From an optimization exercise on the open Yosys and OpenROAD flow, aimed at small area and a short achievable clock period; shortcuts taken in it are not production practice. The RTL was checked by simulation tests, not by an equivalence proof against the original design. No activity file was given, so power comes from the tool's default toggle rates.

wip/willow:
## alu
module alu # ( parameter WIDTH = 16, CMD_WIDTH = 4 ) (
	input clk, rst,
	input CE,
	input CIN,
	input mode,
	input [1:0] INP_INVALID,
	input [ CMD_WIDTH-1 :0] CMD,
	input [ WIDTH-1 :0] opa,
	input [ WIDTH-1 :0] opb,
	output reg ERR, OFLOW, g , l, e, cout,
	output reg [ 2 * WIDTH :0] RES
);
export LEC_CHECK = 0
export ABC_AREA = 1
export CAP_MARGIN = 20
export CORE_MARGIN = 2
export CORE_UTILIZATION = 40
export GPL_TIMING_DRIVEN = 0
export SLEW_MARGIN = 20
create_clock -name core_clock -period 9.0 [get_ports {clk}]
standard.sh (not shown) runs the stock make flow with config.mk's settings and CLKGATE_MAP_FILE= SYNTH_SCRIPT=/design/flow/synth_recipe.tcl, a recipe that flattens the netlist after the stock synthesis.
==> flow/flow/run.sh <==
#!/bin/bash
# The standard layout (the standard.sh, all of its steps), with these changes:
#  - synthesis: Yosys's synth command also gets -noabc, so its quick generic
#    ABC pass does not rewrite the full adders before extract_fa maps them (that
#    pass leaves an inverter between most pairs of adder cells); and ORFS's
#    technology-mapping ABC call runs flow/abc_map.script instead of
#    abc_area.script (same mapping, without ABC's own buffering).  Everything
#    else in the synthesis is ORFS's synth.tcl and synth_recipe.tcl unchanged
#    (-nofsm -noshare, flatten, renames).
#  - placement: buffer_ports uses sky130_fd_sc_hd__buf_1 for the port buffers
#    instead of the delay cell it picks by default; every input and output port
#    still gets its own buffer.
# The make output is kept in standard.log.
set -euo pipefail
here="$PWD"
grep -q 'log_cmd abc {\*}\$abc_args' "$FLOW_HOME/scripts/synth.tcl"
sed "s|log_cmd abc {\*}\$abc_args|log_cmd abc -script $here/flow/abc_map.script {*}[lrange \$abc_args 2 end]|" \
  "$FLOW_HOME/scripts/synth.tcl" > synth_body.tcl
{
  echo 'proc synth {args} { yosys synth -nofsm -noshare -noabc {*}$args }'
  echo "source $here/synth_body.tcl"
  tail -n +3 synth_recipe.tcl
} > synth_own.tcl
bash standard.sh SYNTH_SCRIPT="$here/synth_own.tcl" \
  BUFFER_PORTS_ARGS="-buffer_cell sky130_fd_sc_hd__buf_1" finish > standard.log 2>&1
==> flow/flow/abc_map.script <==
strash
dch
map
topo
stime -c
upsize -c
dnsize -c
Modified inputs, wip/indigo compared to wip/willow
==> flow/run.sh (new file) <==
#!/bin/bash
# synth_recipe.tcl (not shown) runs the flow's synth.tcl, then flattens the netlist and writes it again
# the make line also repeats each setting of config.mk as NAME=value (left out here)
make -C /OpenROAD-flow-scripts/flow DESIGN_CONFIG=/design/flow/config.mk WORK_HOME=/design/flow/orfs CLKGATE_MAP_FILE= SYNTH_SCRIPT=/design/flow/synth_recipe.tcl finish
removed: flow/flow/run.sh
removed: flow/flow/abc_map.script
removed: flow/standard.sh
[summary]
Relative to wip/willow, clock group total power decreased by about 12% in wip/indigo.
wip/indigo vs wip/willow: sequential share of layout area down
wip/willow has lower number of ordinary and repair buffers in the finished layout than wip/indigo.
wip/indigo does worse than wip/willow on half-perimeter wire length after placement.
## Diff of input files: wip/nickel against wip/indigo
==> flow/flow/run.sh (new file) <==
#!/bin/bash
# The standard layout (the standard.sh, all of its steps), with two changes:
#  - synthesis: Yosys's synth command also gets -noabc, so its quick generic
#    ABC pass does not rewrite the full adders before extract_fa maps them (that
#    pass leaves an inverter between most pairs of adder cells).  The rest of
#    the synthesis script is synth_recipe.tcl unchanged (-nofsm -noshare,
#    flatten, renames), and ORFS's own ABC mapping still runs afterwards.
#  - placement: buffer_ports uses sky130_fd_sc_hd__buf_1 for the port buffers
#    instead of the delay cell it picks by default; every input and output port
#    still gets its own buffer.
# The make output is kept in standard.log.
set -euo pipefail
{
  echo 'proc synth {args} { yosys synth -nofsm -noshare -noabc {*}$args }'
  tail -n +2 synth_recipe.tcl
} > synth_noabc.tcl
bash standard.sh SYNTH_SCRIPT="$PWD/synth_noabc.tcl" \
  BUFFER_PORTS_ARGS="-buffer_cell sky130_fd_sc_hd__buf_1" finish > standard.log 2>&1
==> flow/standard.sh (new file) <==
#!/bin/bash
# synth_recipe.tcl (not shown) runs the flow's synth.tcl, then flattens the netlist and writes it again
# the make line also repeats each setting of config.mk as NAME=value (left out here)
make -C /OpenROAD-flow-scripts/flow DESIGN_CONFIG=/design/flow/config.mk WORK_HOME=/design/flow/orfs CLKGATE_MAP_FILE= SYNTH_SCRIPT=/design/flow/synth_recipe.tcl "${@:-finish}"
diff --git a/flow/config.mk b/flow/config.mk
--- a/flow/config.mk
+++ b/flow/config.mk
@@ -9,5 +9,6 @@
 export CAP_MARGIN = 20
 export CORE_MARGIN = 2
-export CORE_UTILIZATION = 40
+export CORE_UTILIZATION = 55
+export CTS_BUF_LIST = sky130_fd_sc_hd__clkbuf_4 sky130_fd_sc_hd__clkbuf_8
 export GPL_TIMING_DRIVEN = 0
 export SLEW_MARGIN = 20
removed: flow/run.sh
## What came out
Summary of wip/nickel over wip/indigo: area after synthesis dropped 4.9%; wire length dropped 3900 microns.
In the tables for wip/nickel and wip/indigo, count of multi-input gates reads lower with wip/indigo.
NOTE synthesized cell count wip/indigo->wip/nickel decreased by more than 10%

* * *

alu, a different RTL version from the one above (not shown whole).
Size: roughly 1500 cells after synthesis, roughly 39 flip-flops, ~12000 µm² of cells after synthesis.
export LEC_CHECK = 0
export ABC_AREA = 1
export CAP_MARGIN = 20
export CORE_MARGIN = 2
export CORE_UTILIZATION = 40
export SLEW_MARGIN = 20
create_clock -name core_clock -period 9.0 [get_ports {clk}]
==> flow/flow/run.sh <==
#!/bin/bash
# The standard layout (the standard.sh, all of its steps), with two changes:
#  - synthesis: Yosys's synth command also gets -noabc, so its quick generic
#    ABC pass does not rewrite the full adders before extract_fa maps them (that
#    pass leaves an inverter between most pairs of adder cells).  The rest of
#    the synthesis script is synth_recipe.tcl unchanged (-nofsm -noshare,
#    flatten, renames), and ORFS's own ABC mapping still runs afterwards.
#  - placement: buffer_ports uses sky130_fd_sc_hd__buf_1 for the port buffers
#    instead of the delay cell it picks by default; every input and output port
#    still gets its own buffer.
# The make output is kept in standard.log.
set -euo pipefail
{
  echo 'proc synth {args} { yosys synth -nofsm -noshare -noabc {*}$args }'
  tail -n +2 synth_recipe.tcl
} > synth_noabc.tcl
bash standard.sh SYNTH_SCRIPT="$PWD/synth_noabc.tcl" \
  BUFFER_PORTS_ARGS="-buffer_cell sky130_fd_sc_hd__buf_1" finish > standard.log 2>&1
The baseline finished with timing, DRC and antenna clean.
Then changed:
--- a/flow/config.mk
+++ b/flow/config.mk
@@ -8 +7,0 @@
-export ABC_AREA = 1
Routed wire length came out lower by 7.1%.
Synthesized cell count came out lower by 22%.
Cell area came out lower by 1.6%.
Core utilization came out higher by 1.8 points.
First-iteration DRC count came out higher by 3.3%.
Sequential power hardly moves.
Hold slack degrades by 0.0083 ns.
Then changed:
--- a/flow/config.mk
+++ b/flow/config.mk
@@ -7,0 +8 @@
+export ABC_AREA = 1
@@ -10,0 +12 @@
+export SETUP_SLACK_MARGIN = 1.2
@@ -11,0 +14 @@
+export TNS_END_PERCENT = 0
What happened:
- The changed run completed without violations
- total power rose by roughly a tenth
- final area rose by roughly a tenth
- area after synthesis rose by a few percent
- final cell count rose by about a fifth
- non-clock buffer count rose by 12
- clock power rose by about a fifth
- worst hold slack improved by 0.014 ns
- worst setup slack improved by 1.1 ns
- register-to-register slack improved by 0.39 ns
- sequential cell count does not change
Then changed:
--- a/flow/config.mk
+++ b/flow/config.mk
@@ -8 +7,0 @@
-export ABC_AREA = 1
@@ -12 +11 @@
-export SETUP_SLACK_MARGIN = 1.2
+export SETUP_SLACK_MARGIN = 0.8
@@ -14 +12,0 @@
-export TNS_END_PERCENT = 0
Power shrinks by a few percent.
Count of clock-buffer cells in the layout does not change.
Wire length shrinks by a few percent.
Maximum frequency shrinks by a few percent.
Clock power shrinks by about a fifth.
Worst hold slack is worse by 0.0057 ns.
Synthesized cell count shrinks by about a fifth.
Combinational power is about the same.
Die area shrinks by a few percent.
Utilization grows by 2.2 points.
First-iteration DRC count shrinks by roughly a tenth.
Then changed:
--- a/flow/config.mk
+++ b/flow/config.mk
@@ -7,0 +8 @@
+export ABC_AREA = 1
After rerunning: The new run completed with no timing, DRC or antenna violations; sequential power stays flat; design area goes down by 5.0%; wire length increases by 4.6%; sequential share of layout area grows by 0.37 points.

* * *

alu with an RTL version that a note above also has.
For scale: ~39 flip-flops, about 82 I/O pins.
Design alu, start of the top module:
module alu # ( parameter WIDTH = 16, CMD_WIDTH = 4 ) (
	input clk, rst,
	input CE,
	input CIN,
	input mode,
	input [1:0] INP_INVALID,
	input [ CMD_WIDTH-1 :0] CMD,
	input [ WIDTH-1 :0] opa,
	input [ WIDTH-1 :0] opb,
	output reg ERR, OFLOW, g , l, e, cout,
	output reg [ 2 * WIDTH :0] RES
);
    wire [15:0] a = opa;
    wire [15:0] b = opb;
    wire v11 = INP_INVALID == 2'b11;
    wire v10 = INP_INVALID == 2'b10;
    wire v01 = INP_INVALID == 2'b01;
    wire v00 = INP_INVALID == 2'b00;
    wire ar  = mode;
    wire lo  = ~mode;
    wire op_add  = ar & v11 & (CMD == 4'd0);
    wire op_sub  = ar & v11 & (CMD == 4'd1);
    wire op_addc = ar & v11 & (CMD == 4'd2);
    wire op_subc = ar & v11 & (CMD == 4'd3);
    wire op_cmp  = ar & v11 & (CMD == 4'd8);
    wire op_amul = ar & v11 & (CMD == 4'd9);
    wire op_smul = ar & v11 & (CMD == 4'd10);
    wire op_adds = ar & v11 & (CMD == 4'd11);
    wire op_subs = ar & v11 & (CMD == 4'd12);
    wire op_inca = ar & v10 & (CMD == 4'd4);
    wire op_deca = ar & v10 & (CMD == 4'd6);
    wire op_incb = ar & v01 & (CMD == 4'd5);
    wire op_decb = ar & v01 & (CMD == 4'd7);
    wire op_nop  = ar & v00;                
    wire op_and  = lo & v11 & (CMD == 4'd0);
    wire op_nand = lo & v11 & (CMD == 4'd1);
    wire op_or   = lo & v11 & (CMD == 4'd2);
    wire op_nor  = lo & v11 & (CMD == 4'd3);
    wire op_xor  = lo & v11 & (CMD == 4'd4);
    wire op_xnor = lo & v11 & (CMD == 4'd5);
    wire op_rol  = lo & v11 & (CMD == 4'd12);
    wire op_ror  = lo & v11 & (CMD == 4'd13);
    wire op_nota = lo & v10 & (CMD == 4'd6);
    wire op_shra = lo & v10 & (CMD == 4'd8);
    wire op_shla = lo & v10 & (CMD == 4'd9);
    wire op_notb = lo & v01 & (CMD == 4'd7);
    wire op_shrb = lo & v01 & (CMD == 4'd10);
    wire op_shlb = lo & v01 & (CMD == 4'd11);
    wire op_sig  = op_adds | op_subs;
    wire op_mul  = op_amul | op_smul;
  ...
Settings: LEC_CHECK=0, ABC_AREA=1, CAP_MARGIN=20, CORE_MARGIN=2, CORE_UTILIZATION=40, GPL_TIMING_DRIVEN=0, SLEW_MARGIN=20; clock period 9.0 ns.
==> flow/flow/run.sh <==
#!/bin/bash
# The standard layout (the standard.sh, all of its steps), with one change
# to synthesis: Yosys's synth command is run with -noabc as well, so its quick
# generic ABC pass does not rewrite the full adders before extract_fa maps them
# (that pass leaves an inverter between most pairs of adder cells).  The rest
# of the synthesis script is synth_recipe.tcl unchanged (-nofsm -noshare,
# flatten, renames), and ORFS's own ABC mapping still runs afterwards.
set -euo pipefail
{
  echo 'proc synth {args} { yosys synth -nofsm -noshare -noabc {*}$args }'
  tail -n +2 synth_recipe.tcl
} > synth_noabc.tcl
head -1 synth_recipe.tcl > synth_noabc.orig_first_line.txt
bash standard.sh SYNTH_SCRIPT="$PWD/synth_noabc.tcl" finish > standard.log 2>&1
The baseline completed with no timing, DRC or antenna violations.
==> next run, changes <==
==> flow/flow/run.sh (replaced) <==
#!/bin/bash
# The standard layout (the standard.sh, all of its steps), with two changes:
#  - synthesis: Yosys's synth command also gets -noabc, so its quick generic
#    ABC pass does not rewrite the full adders before extract_fa maps them (that
#    pass leaves an inverter between most pairs of adder cells).  The rest of
#    the synthesis script is synth_recipe.tcl unchanged (-nofsm -noshare,
#    flatten, renames), and ORFS's own ABC mapping still runs afterwards.
#  - placement: buffer_ports uses sky130_fd_sc_hd__buf_1 for the port buffers
#    instead of the delay cell it picks by default; every input and output port
#    still gets its own buffer.
# The make output is kept in standard.log.
set -euo pipefail
{
  echo 'proc synth {args} { yosys synth -nofsm -noshare -noabc {*}$args }'
  tail -n +2 synth_recipe.tcl
} > synth_noabc.tcl
bash standard.sh SYNTH_SCRIPT="$PWD/synth_noabc.tcl" \
  BUFFER_PORTS_ARGS="-buffer_cell sky130_fd_sc_hd__buf_1" finish > standard.log 2>&1
- GPL_TIMING_DRIVEN: 0 -> unset
- SETUP_SLACK_MARGIN: unset -> 0.8
Result: Wire length went down by 4.4%; setup slack gets better by 0.87 ns; sequential share of layout area went up by 0.23 points.

* * *

== build 57 ==
alu with an RTL version that a note above also has.
Size: roughly 1500 cells after synthesis, roughly 39 flip-flops, roughly 12000 µm² of cells after synthesis.
==> flow/design.v (excerpt) <==
module alu # ( parameter WIDTH = 16, CMD_WIDTH = 4 ) (
	input clk, rst,
	input CE,
	input CIN,
	input mode,
	input [1:0] INP_INVALID,
	input [ CMD_WIDTH-1 :0] CMD,
	input [ WIDTH-1 :0] opa,
	input [ WIDTH-1 :0] opb,
	output reg ERR, OFLOW, g , l, e, cout,
	output reg [ 2 * WIDTH :0] RES
);
clock: 9.0 ns
lec_check: 0
abc_area: 1
cap_margin: 20
core_margin: 2
core_utilization: 40
setup_slack_margin: 0.7
slew_margin: 20
==> flow/flow/run.sh <==
#!/bin/bash
# The standard layout (the standard.sh, all of its steps), with two changes:
#  - synthesis: Yosys's synth command also gets -noabc, so its quick generic
#    ABC pass does not rewrite the full adders before extract_fa maps them (that
#    pass leaves an inverter between most pairs of adder cells).  The rest of
#    the synthesis script is synth_recipe.tcl unchanged (-nofsm -noshare,
#    flatten, renames), and ORFS's own ABC mapping still runs afterwards.
#  - placement: buffer_ports uses sky130_fd_sc_hd__buf_2 for the port buffers
#    instead of the delay cell it picks by default; every input and output port
#    still gets its own buffer.
# The make output is kept in standard.log.
set -euo pipefail
{
  echo 'proc synth {args} { yosys synth -nofsm -noshare -noabc {*}$args }'
  tail -n +2 synth_recipe.tcl
} > synth_noabc.tcl
bash standard.sh SYNTH_SCRIPT="$PWD/synth_noabc.tcl" \
  BUFFER_PORTS_ARGS="-buffer_cell sky130_fd_sc_hd__buf_2" finish > standard.log 2>&1
The flow did not stop early for build 57: all stages ran, and the layout cleared the timing, DRC and antenna checks.
The inputs of build 67 differ from those of build 57 as listed below.
--- a/flow/flow/run.sh
+++ b/flow/flow/run.sh
@@ -6,5 +6,5 @@
 #    the synthesis script is synth_recipe.tcl unchanged (-nofsm -noshare,
 #    flatten, renames), and ORFS's own ABC mapping still runs afterwards.
-#  - placement: buffer_ports uses sky130_fd_sc_hd__buf_2 for the port buffers
+#  - placement: buffer_ports uses sky130_fd_sc_hd__buf_1 for the port buffers
 #    instead of the delay cell it picks by default; every input and output port
 #    still gets its own buffer.
@@ -16,3 +16,3 @@
 } > synth_noabc.tcl
 bash standard.sh SYNTH_SCRIPT="$PWD/synth_noabc.tcl" \
-  BUFFER_PORTS_ARGS="-buffer_cell sky130_fd_sc_hd__buf_2" finish > standard.log 2>&1
+  BUFFER_PORTS_ARGS="-buffer_cell sky130_fd_sc_hd__buf_1" finish > standard.log 2>&1
--- a/flow/config.mk
+++ b/flow/config.mk
@@ -10,4 +10,5 @@
 export CORE_MARGIN = 2
 export CORE_UTILIZATION = 40
-export SETUP_SLACK_MARGIN = 0.7
+export GPL_ROUTABILITY_DRIVEN = 0
+export SETUP_SLACK_MARGIN = 0.8
 export SLEW_MARGIN = 20
### Flow results
- The power density relative to cell area of build 67 falls short of that of build 57 by about 6.5%.
- The overall global routing resource usage was comparable across build 67 and build 57.
- Length of routed wiring on met1 is lower on build 57
- Simple-gate portion of the synthesized area: build 67 vs build 57 — no meaningful difference
- Build 67 ends up with higher met1 global-route usage than build 57 does.
Modified inputs, build 89 compared to build 67
--- a/flow/config.mk
+++ b/flow/config.mk
@@ -10,5 +10,4 @@
 export CORE_MARGIN = 2
 export CORE_UTILIZATION = 40
-export GPL_ROUTABILITY_DRIVEN = 0
-export SETUP_SLACK_MARGIN = 0.8
+export SETUP_SLACK_MARGIN = 1.5
 export SLEW_MARGIN = 20
==> comparison <==
Final worst-path cycle share in build 89 is 3.8 points lower than in build 67
Relative to build 67, share of total power in the clock network has increased by 4.5 points in build 89.
Routed length on met2: build 89 vs build 67 up 1300 µm
#### Input delta (build 34 over build 89)
--- a/flow/config.mk
+++ b/flow/config.mk
@@ -9,5 +9,6 @@
 export CAP_MARGIN = 20
 export CORE_MARGIN = 2
-export CORE_UTILIZATION = 40
-export SETUP_SLACK_MARGIN = 1.5
+export CORE_UTILIZATION = 55
+export PLACE_DENSITY = 0.7
+export SETUP_SLACK_MARGIN = 0.8
 export SLEW_MARGIN = 20
### Flow results
- For build 34 and build 89, there was not a single run that failed to finish clean.
- Cell count: build 34 lower than build 89
- Logic gate share of total power ended up 2.6 points lower on build 34 than on build 89.
- Compared with build 89, build 34 shows horizontal extent of the die that has gone down by more than 10%.
- The layout-stage area growth over the synthesis result number comes out lower for build 34 vs build 89.
- Summary — wire length of the first global-routing pass, build 34 relative to build 89: lower, by 5300 µm.
- Between build 34 and build 89, data required time of the critical path is lower for build 89, build 34 comes in above that.
For build 9, these inputs were changed with respect to build 34:
--- a/flow/config.mk
+++ b/flow/config.mk
@@ -6,9 +6,10 @@
 export NUM_CORES = 4
 export LEC_CHECK = 0
-export ABC_AREA = 1
 export CAP_MARGIN = 20
 export CORE_MARGIN = 2
-export CORE_UTILIZATION = 55
-export PLACE_DENSITY = 0.7
-export SETUP_SLACK_MARGIN = 0.8
+export CORE_UTILIZATION = 40
+export CTS_BUF_LIST = sky130_fd_sc_hd__clkbuf_8 sky130_fd_sc_hd__clkbuf_16
+export CTS_CLUSTER_DIAMETER = 300
+export CTS_CLUSTER_SIZE = 50
+export GPL_TIMING_DRIVEN = 0
 export SLEW_MARGIN = 20
### Flow results
- Build 9 against build 34: area added between synthesis and finish picked up an extra 4.7 points, routed wire length picked up an extra about 3%.
- Note that the mean area per synthesized cell recorded for build 34 amounts to 0.825 times the value seen in build 9.
- Comparing build 9 and build 34, the higher met2 track demand over resource in global routing was measured on build 34.
- NOTE: xor and xnor area share after synthesis in build 9 exceeds that of build 34
- Relative to build 34, the final standard cell count with taps included and fillers excluded of build 9 is lower by 214.
- Est. power | build 9 vs build 34 | build 9 lower

what the ideal ports hide:
The flow's constraints put no driver on any port. The routed layouts listed below were extracted and timed again, unchanged, in two steps.
Step 1 sets driving cells, clkbuf_16 on the clock port and buf_2 on the other inputs (assumed; they add their load-dependent delay and slew).
Step 2 times the ports against the registers' clock, not the clock port: input delays grow and output delays shrink by t, the midpoint of the rising clock arrivals with the driver on.
Three values: ideal ports, drivers, drivers and shift; two values: the first two.
| run | t, ns | setup slack, ns | hold slack, ns | latest minus earliest clock arrival (ns) | worst register clock-pin slew, ns |
|---|---|---|---|---|---|
| wip/willow | 0.341 | 0.267 / 0.288 / -0.053 | 0.491 / 0.491 / 0.491 | 0.008 / 0.007 | 0.07 / 0.07 |
| wip/indigo | 0.316 | 0.337 / 0.345 / 0.029 | 0.477 / 0.477 / 0.477 | 0.003 / 0.002 | 0.06 / 0.06 |
| wip/nickel | 0.324 | 0.304 / 0.309 / -0.015 | 0.477 / 0.477 / 0.477 | 0.006 / 0.006 | 0.08 / 0.08 |
| the first run of note 2 | 0.313 | 0.666 / 0.671 / 0.358 | 0.490 / 0.490 / 0.490 | 0.006 / 0.006 | 0.06 / 0.06 |
| the second run of note 2 | 0.312 | 0.332 / 0.343 / 0.031 | 0.482 / 0.482 / 0.482 | 0.004 / 0.004 | 0.06 / 0.06 |
| the third run of note 2 | 0.312 | 1.392 / 1.356 / 1.044 | 0.496 / 0.496 / 0.496 | 0.003 / 0.004 | 0.06 / 0.06 |
| the fourth run of note 2 | 0.319 | 0.876 / 0.883 / 0.564 | 0.491 / 0.491 / 0.491 | 0.004 / 0.005 | 0.06 / 0.06 |
| the fifth run of note 2 | 0.310 | 1.103 / 1.112 / 0.802 | 0.493 / 0.493 / 0.493 | 0.005 / 0.006 | 0.06 / 0.06 |
| the first run of note 3 | 0.306 | 0.233 / 0.239 / -0.068 | 0.474 / 0.474 / 0.474 | 0.005 / 0.005 | 0.06 / 0.06 |
| the second run of note 3 | 0.314 | 1.102 / 1.111 / 0.798 | 0.475 / 0.475 / 0.475 | 0.005 / 0.005 | 0.06 / 0.06 |
| build 57 | 0.312 | 0.970 / 0.974 / 0.662 | 0.490 / 0.490 / 0.490 | 0.009 / 0.008 | 0.06 / 0.06 |
| build 67 | 0.302 | 1.105 / 1.106 / 0.804 | 0.490 / 0.490 / 0.490 | 0.005 / 0.006 | 0.06 / 0.06 |
| build 89 | 0.308 | 1.448 / 1.434 / 1.126 | 0.491 / 0.491 / 0.491 | 0.008 / 0.007 | 0.06 / 0.06 |
| build 34 | 0.307 | 1.053 / 1.056 / 0.749 | 0.496 / 0.496 / 0.496 | 0.007 / 0.006 | 0.06 / 0.06 |
| build 9 | 0.314 | 0.185 / 0.192 / -0.122 | 0.486 / 0.486 / 0.486 | 0.004 / 0.004 | 0.06 / 0.06 |
Met with ideal ports but missed after step 2: setup timing in wip/willow, wip/nickel, the first run of note 3 and build 9. The setup slack of the third run of note 2, which loses most, moves by -0.036 ns with the drivers and by -0.348 ns with both steps.
